This is an optimization exercise on Yosys and OpenROAD, whose aim is small area, not a production implementation.
Where RTL was checked, it was by simulation tests only, not by an equivalence proof against the original.
Power is estimated from default activity; no workload was simulated.

==> violet: inputs <==
// rgb2ycbcr
module rgb2ycbcr(
	input                       clk,rst_n,
	input[7:0]                  rgb_r,
	input[7:0]                  rgb_g,
	input[7:0]                  rgb_b,
	input                       rgb_de,
	output[7:0]                 ycbcr_y,
	output[7:0]                 ycbcr_cb,
	output[7:0]                 ycbcr_cr,
	output reg                  ycbcr_de
);
reg [7:0] r1, g1, b1;
always @(posedge clk) begin
	r1 <= rgb_r; g1 <= rgb_g; b1 <= rgb_b;
end
reg [8:0] e1;
reg [8:0] e2;
reg [7:0] y2_q;
reg [7:0] y3, cb3, cr3, y4, cb4, cr4;
wire i1 = ~g1[0];
wire s2, c2;
rgb2ycbcr_ha u2 (.a(b1[0]), .b(i1), .s(s2), .co(c2));
wire i3 = ~g1[1];
wire s4, c4;
rgb2ycbcr_fa u4 (.a(b1[1]), .b(i3), .c(c2), .s(s4), .co(c4));
wire i5 = ~g1[2];
wire s6, c6;
rgb2ycbcr_fa u6 (.a(b1[2]), .b(i5), .c(c4), .s(s6), .co(c6));
wire i7 = ~g1[3];
wire s8, c8;
rgb2ycbcr_fa u8 (.a(b1[3]), .b(i7), .c(c6), .s(s8), .co(c8));
wire i9 = ~g1[4];
wire s10, c10;
rgb2ycbcr_fa u10 (.a(b1[4]), .b(i9), .c(c8), .s(s10), .co(c10));
wire i11 = ~g1[5];
wire s12, c12;
rgb2ycbcr_fa u12 (.a(b1[5]), .b(i11), .c(c10), .s(s12), .co(c12));
wire i13 = ~g1[6];
wire s14, c14;
rgb2ycbcr_fa u14 (.a(b1[6]), .b(i13), .c(c12), .s(s14), .co(c14));
wire i15 = ~g1[7];
wire s16, c16;
rgb2ycbcr_fa u16 (.a(b1[7]), .b(i15), .c(c14), .s(s16), .co(c16));
wire s17, c17;
rgb2ycbcr_ha u17 (.a(r1[0]), .b(i1), .s(s17), .co(c17));
wire s18, c18;
rgb2ycbcr_fa u18 (.a(r1[1]), .b(i3), .c(c17), .s(s18), .co(c18));
wire s19, c19;
rgb2ycbcr_fa u19 (.a(r1[2]), .b(i5), .c(c18), .s(s19), .co(c19));
wire s20, c20;
rgb2ycbcr_fa u20 (.a(r1[3]), .b(i7), .c(c19), .s(s20), .co(c20));
wire s21, c21;
rgb2ycbcr_fa u21 (.a(r1[4]), .b(i9), .c(c20), .s(s21), .co(c21));
wire s22, c22;
rgb2ycbcr_fa u22 (.a(r1[5]), .b(i11), .c(c21), .s(s22), .co(c22));
wire s23, c23;
rgb2ycbcr_fa u23 (.a(r1[6]), .b(i13), .c(c22), .s(s23), .co(c23));
wire s24, c24;
rgb2ycbcr_fa u24 (.a(r1[7]), .b(i15), .c(c23), .s(s24), .co(c24));
wire c25 = r1[0]&b1[0];
wire c26 = (r1[1]&b1[1])|(r1[1]&c25)|(b1[1]&c25);
wire c27 = (r1[2]&b1[2])|(r1[2]&c26)|(b1[2]&c26);
wire s28, c28;
rgb2ycbcr_fa u28 (.a(r1[3]), .b(b1[0]), .c(b1[3]), .s(s28), .co(c28));
wire c29 = s28&c27;
wire s30, c30;
  ...
clock: 5.0 ns
lec_check: 0
cap_margin: 20
core_margin: 2
core_utilization: 40
slew_margin: 20
synth_hierarchical: 1
standard.sh (not shown) runs the stock make flow with config.mk's settings and CLKGATE_MAP_FILE= SYNTH_SCRIPT=/design/flow/synth_recipe.tcl, a recipe that flattens the netlist after the stock synthesis.
==> flow/flow/run.sh <==
#!/bin/bash
# The standard layout, with two changes: each port is buffered by the
# smallest buffer cell, and the clock tree uses small buffers without dummy loads.
set -euo pipefail
export BUFFER_PORTS_ARGS="-buffer_cell sky130_fd_sc_hd__buf_1"
export CTS_ARGS='-sink_clustering_enable -repair_clock_nets -buf_list {sky130_fd_sc_hd__clkbuf_2 sky130_fd_sc_hd__clkbuf_4 sky130_fd_sc_hd__clkbuf_8} -sink_clustering_size 16 -dont_use_dummy_load'
bash standard.sh finish > standard_flow.log 2>&1
==> inputs of xenon, as changes to violet <==
--- a/flow/design.v
+++ b/flow/design.v
@@ -56,20 +56,23 @@
 wire s23, c23;
 rgb2ycbcr_fa u23 (.a(r1[6]), .b(i13), .c(c22), .s(s23), .co(c23));
 wire s24, c24;
 rgb2ycbcr_fa u24 (.a(r1[7]), .b(i15), .c(c23), .s(s24), .co(c24));
 wire c25 = r1[0]&b1[0];
-wire c26 = (r1[1]&b1[1])|(r1[1]&c25)|(b1[1]&c25);
-wire c27 = (r1[2]&b1[2])|(r1[2]&c26)|(b1[2]&c26);
+wire c26;
+rgb2ycbcr_maj u26 (.a(r1[1]), .b(b1[1]), .c(c25), .y(c26));
+wire c27;
+rgb2ycbcr_maj u27 (.a(r1[2]), .b(b1[2]), .c(c26), .y(c27));
 wire s28, c28;
 rgb2ycbcr_fa u28 (.a(r1[3]), .b(b1[0]), .c(b1[3]), .s(s28), .co(c28));
 wire c29 = s28&c27;
 wire s30, c30;
 rgb2ycbcr_fa u30 (.a(r1[4]), .b(g1[0]), .c(b1[0]), .s(s30), .co(c30));
 wire s31, c31;
 rgb2ycbcr_fa u31 (.a(b1[1]), .b(b1[4]), .c(c28), .s(s31), .co(c31));
-wire c32 = (s30&s31)|(s30&c29)|(s31&c29);
+wire c32;
+rgb2ycbcr_maj u32 (.a(s30), .b(s31), .c(c29), .y(c32));
 wire s33, c33;
 rgb2ycbcr_fa u33 (.a(r1[5]), .b(g1[1]), .c(b1[1]), .s(s33), .co(c33));
 wire s34, c34;
 rgb2ycbcr_fa u34 (.a(b1[2]), .b(b1[5]), .c(c30), .s(s34), .co(c34));
 wire s35, c35;
@@ -93,11 +96,12 @@
 rgb2ycbcr_fa u44 (.a(b1[4]), .b(b1[7]), .c(c37), .s(s44), .co(c44));
 wire s45, c45;
 rgb2ycbcr_fa u45 (.a(c38), .b(s42), .c(s43), .s(s45), .co(c45));
 wire s46, c46;
 rgb2ycbcr_fa u46 (.a(c39), .b(s44), .c(s45), .s(s46), .co(c46));
-wire c47 = (s46&c40)|(s46&c41)|(c40&c41);
+wire c47;
+rgb2ycbcr_maj u47 (.a(s46), .b(c40), .c(c41), .y(c47));
 wire s48, c48;
 rgb2ycbcr_fa u48 (.a(r1[2]), .b(g1[1]), .c(g1[4]), .s(s48), .co(c48));
 wire s49, c49;
 rgb2ycbcr_fa u49 (.a(b1[4]), .b(b1[5]), .c(c42), .s(s49), .co(c49));
 wire s50, c50;
@@ -164,11 +168,12 @@
 wire i87 = ~e2[8];
 wire i88 = ~e1[6];
 wire i89 = ~e1[7];
 wire i90 = ~e1[8];
 wire c91 = i73&i74;
-wire c92 = (i74&i75)|(i74&c91)|(i75&c91);
+wire c92;
+rgb2ycbcr_maj u92 (.a(i74), .b(i75), .c(c91), .y(c92));
 wire s93, c93;
 rgb2ycbcr_fa u93 (.a(i76), .b(i75), .c(i77), .s(s93), .co(c93));
 wire c94 = s93&c92;
 wire s95, c95;
 rgb2ycbcr_fa u95 (.a(i78), .b(i73), .c(i77), .s(s95), .co(c95));
@@ -177,11 +182,12 @@
 wire c97 = c94&s96;
 wire s98, c98;
 rgb2ycbcr_fa u98 (.a(i80), .b(i74), .c(i79), .s(s98), .co(c98));
 wire s99, c99;
 rgb2ycbcr_fa u99 (.a(i81), .b(c95), .c(s98), .s(s99), .co(c99));
-wire c100 = (c96&s99)|(c96&c97)|(s99&c97);
+wire c100;
+rgb2ycbcr_maj u100 (.a(c96), .b(s99), .c(c97), .y(c100));
 wire s101, c101;
 rgb2ycbcr_fa u101 (.a(e1[0]), .b(i82), .c(i75), .s(s101), .co(c101));
 wire s102, c102;
 rgb2ycbcr_fa u102 (.a(i81), .b(i83), .c(c98), .s(s102), .co(c102));
 wire s103, c103;
@@ -244,17 +250,19 @@
 wire s130, c130;
 rgb2ycbcr_xnor u130x (.a(e1[8]), .b(c128), .y(s130));
 rgb2ycbcr_or u130o (.a(e1[8]), .b(c128), .y(c130));
 wire s131, c131;
 rgb2ycbcr_ha u131 (.a(s130), .b(c129), .s(s131), .co(c131));
-wire c132 = (i73&i76)|(i73&i82)|(i76&i82);
+wire c132;
+rgb2ycbcr_maj u132 (.a(i73), .b(i76), .c(i82), .y(c132));
 wire s133, c133;
 rgb2ycbcr_fa u133 (.a(i74), .b(i78), .c(i84), .s(s133), .co(c133));
 wire c134 = c132&s133;
 wire s135, c135;
 rgb2ycbcr_fa u135 (.a(i75), .b(i80), .c(i86), .s(s135), .co(c135));
-wire c136 = (c133&s135)|(c133&c134)|(s135&c134);
+wire c136;
+rgb2ycbcr_maj u136 (.a(c133), .b(s135), .c(c134), .y(c136));
 wire s137, c137;
 rgb2ycbcr_fa u137 (.a(e2[0]), .b(i77), .c(i82), .s(s137), .co(c137));
 wire s138, c138;
 rgb2ycbcr_fa u138 (.a(i88), .b(c135), .c(s137), .s(s138), .co(c138));
 wire c139 = s138&c136;
@@ -370,10 +378,13 @@
 endmodule
 module rgb2ycbcr_ha(input a, input b, output s, output co);
 	assign s = a ^ b;
 	assign co = a & b;
 endmodule
+module rgb2ycbcr_maj(input a, input b, input c, output y);
+	assign y = (a & b) | (a & c) | (b & c);
+endmodule
 module rgb2ycbcr_xnor(input a, input b, output y);
 	assign y = ~(a ^ b);
 endmodule
 module rgb2ycbcr_or(input a, input b, output y);
 	assign y = a | b;
==> inputs of harbor, as changes to violet <==
--- a/flow/design.v
+++ b/flow/design.v
@@ -56,20 +56,23 @@
 wire s23, c23;
 rgb2ycbcr_fa u23 (.a(r1[6]), .b(i13), .c(c22), .s(s23), .co(c23));
 wire s24, c24;
 rgb2ycbcr_fa u24 (.a(r1[7]), .b(i15), .c(c23), .s(s24), .co(c24));
 wire c25 = r1[0]&b1[0];
-wire c26 = (r1[1]&b1[1])|(r1[1]&c25)|(b1[1]&c25);
-wire c27 = (r1[2]&b1[2])|(r1[2]&c26)|(b1[2]&c26);
+wire c26;
+rgb2ycbcr_maj u26 (.a(r1[1]), .b(b1[1]), .c(c25), .y(c26));
+wire c27;
+rgb2ycbcr_maj u27 (.a(r1[2]), .b(b1[2]), .c(c26), .y(c27));
 wire s28, c28;
 rgb2ycbcr_fa u28 (.a(r1[3]), .b(b1[0]), .c(b1[3]), .s(s28), .co(c28));
 wire c29 = s28&c27;
 wire s30, c30;
 rgb2ycbcr_fa u30 (.a(r1[4]), .b(g1[0]), .c(b1[0]), .s(s30), .co(c30));
 wire s31, c31;
 rgb2ycbcr_fa u31 (.a(b1[1]), .b(b1[4]), .c(c28), .s(s31), .co(c31));
-wire c32 = (s30&s31)|(s30&c29)|(s31&c29);
+wire c32;
+rgb2ycbcr_maj u32 (.a(s30), .b(s31), .c(c29), .y(c32));
 wire s33, c33;
 rgb2ycbcr_fa u33 (.a(r1[5]), .b(g1[1]), .c(b1[1]), .s(s33), .co(c33));
 wire s34, c34;
 rgb2ycbcr_fa u34 (.a(b1[2]), .b(b1[5]), .c(c30), .s(s34), .co(c34));
 wire s35, c35;
@@ -93,11 +96,12 @@
 rgb2ycbcr_fa u44 (.a(b1[4]), .b(b1[7]), .c(c37), .s(s44), .co(c44));
 wire s45, c45;
 rgb2ycbcr_fa u45 (.a(c38), .b(s42), .c(s43), .s(s45), .co(c45));
 wire s46, c46;
 rgb2ycbcr_fa u46 (.a(c39), .b(s44), .c(s45), .s(s46), .co(c46));
-wire c47 = (s46&c40)|(s46&c41)|(c40&c41);
+wire c47;
+rgb2ycbcr_maj u47 (.a(s46), .b(c40), .c(c41), .y(c47));
 wire s48, c48;
 rgb2ycbcr_fa u48 (.a(r1[2]), .b(g1[1]), .c(g1[4]), .s(s48), .co(c48));
 wire s49, c49;
 rgb2ycbcr_fa u49 (.a(b1[4]), .b(b1[5]), .c(c42), .s(s49), .co(c49));
 wire s50, c50;
@@ -164,11 +168,12 @@
 wire i87 = ~e2[8];
 wire i88 = ~e1[6];
 wire i89 = ~e1[7];
 wire i90 = ~e1[8];
 wire c91 = i73&i74;
-wire c92 = (i74&i75)|(i74&c91)|(i75&c91);
+wire c92;
+rgb2ycbcr_maj u92 (.a(i74), .b(i75), .c(c91), .y(c92));
 wire s93, c93;
 rgb2ycbcr_fa u93 (.a(i76), .b(i75), .c(i77), .s(s93), .co(c93));
 wire c94 = s93&c92;
 wire s95, c95;
 rgb2ycbcr_fa u95 (.a(i78), .b(i73), .c(i77), .s(s95), .co(c95));
@@ -177,11 +182,12 @@
 wire c97 = c94&s96;
 wire s98, c98;
 rgb2ycbcr_fa u98 (.a(i80), .b(i74), .c(i79), .s(s98), .co(c98));
 wire s99, c99;
 rgb2ycbcr_fa u99 (.a(i81), .b(c95), .c(s98), .s(s99), .co(c99));
-wire c100 = (c96&s99)|(c96&c97)|(s99&c97);
+wire c100;
+rgb2ycbcr_maj u100 (.a(c96), .b(s99), .c(c97), .y(c100));
 wire s101, c101;
 rgb2ycbcr_fa u101 (.a(e1[0]), .b(i82), .c(i75), .s(s101), .co(c101));
 wire s102, c102;
 rgb2ycbcr_fa u102 (.a(i81), .b(i83), .c(c98), .s(s102), .co(c102));
 wire s103, c103;
@@ -244,17 +250,19 @@
 wire s130, c130;
 rgb2ycbcr_xnor u130x (.a(e1[8]), .b(c128), .y(s130));
 rgb2ycbcr_or u130o (.a(e1[8]), .b(c128), .y(c130));
 wire s131, c131;
 rgb2ycbcr_ha u131 (.a(s130), .b(c129), .s(s131), .co(c131));
-wire c132 = (i73&i76)|(i73&i82)|(i76&i82);
+wire c132;
+rgb2ycbcr_maj u132 (.a(i73), .b(i76), .c(i82), .y(c132));
 wire s133, c133;
 rgb2ycbcr_fa u133 (.a(i74), .b(i78), .c(i84), .s(s133), .co(c133));
 wire c134 = c132&s133;
 wire s135, c135;
 rgb2ycbcr_fa u135 (.a(i75), .b(i80), .c(i86), .s(s135), .co(c135));
-wire c136 = (c133&s135)|(c133&c134)|(s135&c134);
+wire c136;
+rgb2ycbcr_maj u136 (.a(c133), .b(s135), .c(c134), .y(c136));
 wire s137, c137;
 rgb2ycbcr_fa u137 (.a(e2[0]), .b(i77), .c(i82), .s(s137), .co(c137));
 wire s138, c138;
 rgb2ycbcr_fa u138 (.a(i88), .b(c135), .c(s137), .s(s138), .co(c138));
 wire c139 = s138&c136;
@@ -370,10 +378,13 @@
 endmodule
 module rgb2ycbcr_ha(input a, input b, output s, output co);
 	assign s = a ^ b;
 	assign co = a & b;
 endmodule
+module rgb2ycbcr_maj(input a, input b, input c, output y);
+	assign y = (a & b) | (a & c) | (b & c);
+endmodule
 module rgb2ycbcr_xnor(input a, input b, output y);
 	assign y = ~(a ^ b);
 endmodule
 module rgb2ycbcr_or(input a, input b, output y);
 	assign y = a | b;
Settings changed: ABC_AREA set to 1, GPL_TIMING_DRIVEN set to 0.
==> qor summary <==
metric	violet	harbor	xenon
Run status	failed layout checks	timing/DRC/antenna clean	timing/DRC/antenna clean
Reasons for failing layout checks	setup timing	-	-
Cell variety after synth	23	9	11
Worst Setup SP	b1[3]	r1[6]	r1[4]
Resize count post-CTS	7	0	2
CORE AREA	10900 um^2	11900 um^2	10900 um^2
Proportion of power drawn by flip-flops and latches	0.408	0.417	0.420
Cell Area, Placed	5080 um^2	5210 um^2	4980 um^2
Beginning of the worst register-to-register path	b1[3]	r1[6]	r1[4]
Initial core utilization	0.415	0.406	0.414
Filler instances	969	1147	1018
Metal1 wirelength	3140 um	3080 um	2910 um
Detailed placer's ending HPWL	6450 um	6390 um	6020 um
Proportion of power drawn by combinational gates	0.459	0.448	0.443
Worst-case setup slack after placement	-0.202 ns	0.0307 ns	-0.0684 ns
Number of DRC markers in iteration 0	119	65	22
Area occupied by registers	2070 um^2	2070 um^2	2060 um^2
Global-route wire length before repair	13700 um	13400 um	12500 um
Relative slew slack	0.743	0.767	0.766
Power of the combinational group	1370 uW	1310 uW	1280 uW
Worst setup slack for register-to-register paths	-0.03 ns	0.20 ns	0.16 ns
Total power of the final layout	2990 uW	2930 uW	2900 uW
Met3 track demand over resource in global routing	0.0445	0.0452	0.0357
Via density per instance	4.40	4.26	4.28
Crit path setup slack, layout	-0.0304 ns	0.200 ns	0.158 ns
Overall fraction of global-route tracks in use	0.149	0.138	0.134
Yosys top cell area share	0.432	0.406	0.433
Crit path top cell by count	fa_2	fa_1	fa_1
Only the layout flow was run in violet; the RTL was not checked for function there.

[afterwards: timing with drivers on the ports]
The results above use ideal ports. As a check the final layouts listed here were re-extracted and re-timed, cells and wires unchanged.
Step 1 assumes that a clkbuf_16 drives the clock port and a buf_2 every other input.
Step 2 moves the port delays by t, midway between the first and last clock arrival at a register: inputs arrive t later, outputs are due t later. That takes back most of the time a late clock gives input paths.
Slacks: ideal / step 1 / step 2; pairs: ideal / step 1.
| run | shift t [ns] | setup WS [ns] | latest minus earliest clock arrival (ns) | slew at the worst register clock pin (ns) |
|---|---|---|---|---|
| violet | 0.403 | -0.030 / -0.030 / -0.030 | 0.031 / 0.030 | 0.10 / 0.10 |
| xenon | 0.381 | 0.158 / 0.158 / 0.158 | 0.022 / 0.022 | 0.09 / 0.09 |
| harbor | 0.391 | 0.200 / 0.200 / 0.200 | 0.036 / 0.036 | 0.10 / 0.10 |
